Background: an optimization exercise with open tools, aiming at small area. Do not read the settings as production practice.
The RTL was checked by simulation tests, not by an equivalence proof against the original design.
Power and IR drop assume default switching activity.

## build 35
Design ALU, start of the top module:
module ALU (
    input Clk,
    input Reset,
    input [7:0] operand_A, operand_B,
    input [3:0] Sel,
    output [7:0] Out,
    output [3:0] Flag);
Settings: LEC_CHECK=0, ABC_AREA=0, CAP_MARGIN=20, CORE_MARGIN=2, CORE_UTILIZATION=45, CTS_BUF_LIST=sky130_fd_sc_hd__clkbuf_4, CTS_CLUSTER_SIZE=20, GPL_TIMING_DRIVEN=0, SLEW_MARGIN=20, SYNTH_HIERARCHICAL=1, SYNTH_MINIMUM_KEEP_SIZE=0; clock period 13.5 ns.
standard.sh (not shown) runs the stock make flow with config.mk's settings and CLKGATE_MAP_FILE= SYNTH_SCRIPT=/design/flow/synth_recipe.tcl, a recipe that flattens the netlist after the stock synthesis.
==> flow/flow/run.sh <==
#!/bin/bash
set -euo pipefail
export POST_SYNTH_TCL="$(pwd)/flow/downsize.tcl"
export BUFFER_PORTS_ARGS="-buffer_cell sky130_fd_sc_hd__buf_1"
export RECOVER_POWER=100
SETUP_SLACK_MARGIN=0.5 bash standard.sh cts > standard_to_cts.log 2>&1
SETUP_SLACK_MARGIN=-0.3 bash standard.sh > standard.log 2>&1
==> flow/flow/downsize.tcl <==
# POST_SYNTH hook: set every combinational cell of the synthesized netlist to
# the smallest-area drive strength of the same cell (the same name up to the
# _N drive suffix), so that ABC's drive choices, made without placement or
# real loads, do not stay in the layout. The flow's own repair_design and
# repair_timing then upsize only the cells that timing, slew or load need.
set ::ds_dont_use {}
if {[info exists ::env(DONT_USE_CELLS)]} { set ::ds_dont_use $::env(DONT_USE_CELLS) }
proc ds_dont_use {name} {
  foreach pat $::ds_dont_use { if {[string match $pat $name]} { return 1 } }
  return 0
}
set db [ord::get_db]
# smallest master for each base name: lowest area, then highest drive number
array set best {}
foreach lib [$db getLibs] {
  foreach m [$lib getMasters] {
    set n [$m getName]
    if {![regexp {^(sky130_fd_sc_hd__[a-z0-9]+(?:_[a-z0-9]+)*?)_([0-9]+)$} $n -> base drv]} { continue }
    if {[ds_dont_use $n]} { continue }
    set a [expr {[$m getWidth] * [$m getHeight]}]
    if {![info exists best($base)]} {
      set best($base) [list $a $drv $m]
    } else {
      lassign $best($base) ba bd bm
      if {$a < $ba || ($a == $ba && $drv > $bd)} { set best($base) [list $a $drv $m] }
    }
  }
}
set block [ord::get_db_block]
set swapped 0
foreach inst [$block getInsts] {
  set m [$inst getMaster]
  set n [$m getName]
  # registers keep the cell synthesis gave them
  if {[string match "sky130_fd_sc_hd__df*" $n] || [string match "sky130_fd_sc_hd__dl*" $n] || [string match "sky130_fd_sc_hd__sdf*" $n] || [string match "sky130_fd_sc_hd__edf*" $n]} { continue }
  if {![regexp {^(sky130_fd_sc_hd__[a-z0-9]+(?:_[a-z0-9]+)*?)_([0-9]+)$} $n -> base drv]} { continue }
  if {![info exists best($base)]} { continue }
  set bm [lindex $best($base) 2]
  if {[$bm getName] ne $n} {
    puts "downsize [$inst getName] $n -> [$bm getName]"
    $inst swapMaster $bm
    incr swapped
  }
}
puts "downsize: $swapped cells set to their smallest drive strength"
Input changes introduced in build 60 (baseline for comparison: build 35):
- setting SETUP_SLACK_MARGIN to 0.15 for the first time
--- a/flow/flow/run.sh
+++ b/flow/flow/run.sh
@@ -6,2 +6,2 @@
-SETUP_SLACK_MARGIN=0.5 bash standard.sh cts > standard_to_cts.log 2>&1
-SETUP_SLACK_MARGIN=-0.3 bash standard.sh > standard.log 2>&1
+export SKIP_INCREMENTAL_REPAIR=1
+bash standard.sh > standard.log 2>&1
Findings:
- Summary of build 35 and build 60: one run falls short of a clean finish, namely build 60.
- Build 60 had finished all stages when the layout checks came back failing, citing negative setup slack.
- On build 60: minimum clock period after layout is 0.65 ns higher than what build 35 gave.
- Against build 35, build 60 reports a power that is lower.
- Utilization: build 60 lower than build 35
- From build 35 to build 60 the numbers moved as follows: via count of the first global-routing pass went up; relative contribution of the clock network to total power went up; final worst-path setup slack went down.
Edits applied to the flow inputs when going from build 60 to build 38:
- CTS_CLUSTER_SIZE: 20 -> unset
- SETUP_SLACK_MARGIN: 0.15 -> -0.3
- CTS_BUF_LIST: sky130_fd_sc_hd__clkbuf_4 -> unset
--- a/flow/flow/run.sh
+++ b/flow/flow/run.sh
@@ -6 +5,0 @@
-export SKIP_INCREMENTAL_REPAIR=1
Results
- Build 38 ended with more area growth from synthesis to layout than build 60.
- Side by side, sequential share of cell area turned out lower in build 38 than in build 60.
- Changes observed in build 38 relative to build 60: floorplan die height about even; critical path buffer and inverter count fell 2; first-pass iteration count of the detailed router about even; clock-buffer cell count rose 1.
- Taking build 60 as the reference, in build 38 power per cell area has increased, routing usage on met2 shows an increase of 0.36 points.
- The layout from build 60, despite a flow that completed every stage, fails the layout checks, with the failing checks listed as negative setup slack.
- Build 38 was carried through to the last stage, and its layout satisfied the timing, design-rule and antenna checks.
- Build 38 ends up with a final period demand of the worst path that is 0.46 ns lower than in build 60.
- Build 38 vs. build 60: depth of the critical timing path with buffers and inverters included went down by 2.
- Looking at wire length, build 38 sits above build 60.
Changes in build 12 relative to build 38:
- SETUP_SLACK_MARGIN: -0.3 -> unset
--- outcome ---
- Build 12 vs build 38, cell at the slowest stage of the critical path: xnor2_1 vs buf_1
- Comparing build 38 against build 12, there is no change at all in logic depth of the worst setup path including buffers.
- Going from build 38 to build 12, combined buffer and inverter count along the critical path grows by 2.
- On maximum frequency: between build 38 and build 12, it ends up higher for build 12.
- Build 12: design area higher than build 38
- Build 12: setup slack is 0.23 ns higher than what build 38 reported.
- In terms of via count, build 38 and build 12 differ only marginally.
- Diff build 38 and build 12: area growth from synthesis to layout lower in build 38
- Run comparison: build 38 start point of the critical path Sel[1]; build 12 start point of the critical path Sel[0]
- Of build 38 and build 12, the higher number of global-route vias before repair belongs to build 12.
## Diff of input files: build 94 against build 12
--- a/flow/flow/run.sh
+++ b/flow/flow/run.sh
@@ -5,0 +6 @@
+export SKIP_INCREMENTAL_REPAIR=1
[summary]
Between build 94 and build 12, it is build 94 whose critical path depth is higher, by 2. Reported leakage power: build 94 and build 12 compared, higher one is build 12. Build 94 finished all stages; layout check result: FAIL, due to negative setup slack. Route | build 94 vs build 12 | wire shorter in build 94. Going from build 12 to build 94, final area shows a reduction of about 6.5%, total power of the final layout shows a reduction of about 5%. Max sequential cell area share across build 94 and build 12: build 94.
[inputs] build 80 vs build 94
- CTS_BUF_LIST: unset -> sky130_fd_sc_hd__clkbuf_4
- CTS_CLUSTER_SIZE: unset -> 20
--- a/flow/flow/run.sh
+++ b/flow/flow/run.sh
@@ -6,2 +6,2 @@
-export SKIP_INCREMENTAL_REPAIR=1
-bash standard.sh > standard.log 2>&1
+SETUP_SLACK_MARGIN=0.65 bash standard.sh cts > standard_to_cts.log 2>&1
+SKIP_INCREMENTAL_REPAIR=1 bash standard.sh > standard.log 2>&1
==> comparison <==
Build 80 finished all stages; the layout is clean.
Critical path launch point: Sel[2] -> build 80, operand_B[5] -> build 94
Final cell count, build 80 vs build 94: up slightly
Build 80 ends up with lower final estimated routing congestion in global placement than build 94 does.
Build 94 -> build 80: routed via count divided by cell count increased slightly
Diff build 94 -> build 80 | fraction of area in multi-input gates | increase of 0.33 points

[re-timing with driven ports]
The results above use ideal ports. As a check the final layouts listed here were re-extracted and re-timed, cells and wires unchanged. Step 1 (the two cells are an assumption about what drives the block):
set clk [get_ports {Clk}]
set_driving_cell -lib_cell sky130_fd_sc_hd__clkbuf_16 $clk
set_driving_cell -lib_cell sky130_fd_sc_hd__buf_2 [delete_from_list [all_inputs] $clk]
Step 2 adds t to the input delays and takes it off the output delays; t is the mean of the earliest and latest rising clock arrival at the registers after step 1. Input paths then give back, and output paths get back, about the clock's delay inside the block. Slacks: ideal / step 1 / step 2; pairs: ideal / step 1.
run | shift t [ns] | slack for setup (ns) | slew at the worst register clock pin (ns)
build 35 | 0.285 | 0.600 / 0.595 / 0.310 | 0.09 / 0.09
build 60 | 0.292 | -0.046 / -0.046 / -0.339 | 0.09 / 0.09
build 38 | 0.264 | 0.410 / 0.408 / 0.145 | 0.06 / 0.06
build 12 | 0.262 | 0.638 / 0.635 / 0.374 | 0.06 / 0.06
build 94 | 0.263 | -0.221 / -0.219 / -0.482 | 0.06 / 0.06
build 80 | 0.298 | 0.487 / 0.482 / 0.184 | 0.08 / 0.08
The setup slack of build 80, which loses most, moves by -0.005 ns with the drivers and by -0.303 ns with both steps.
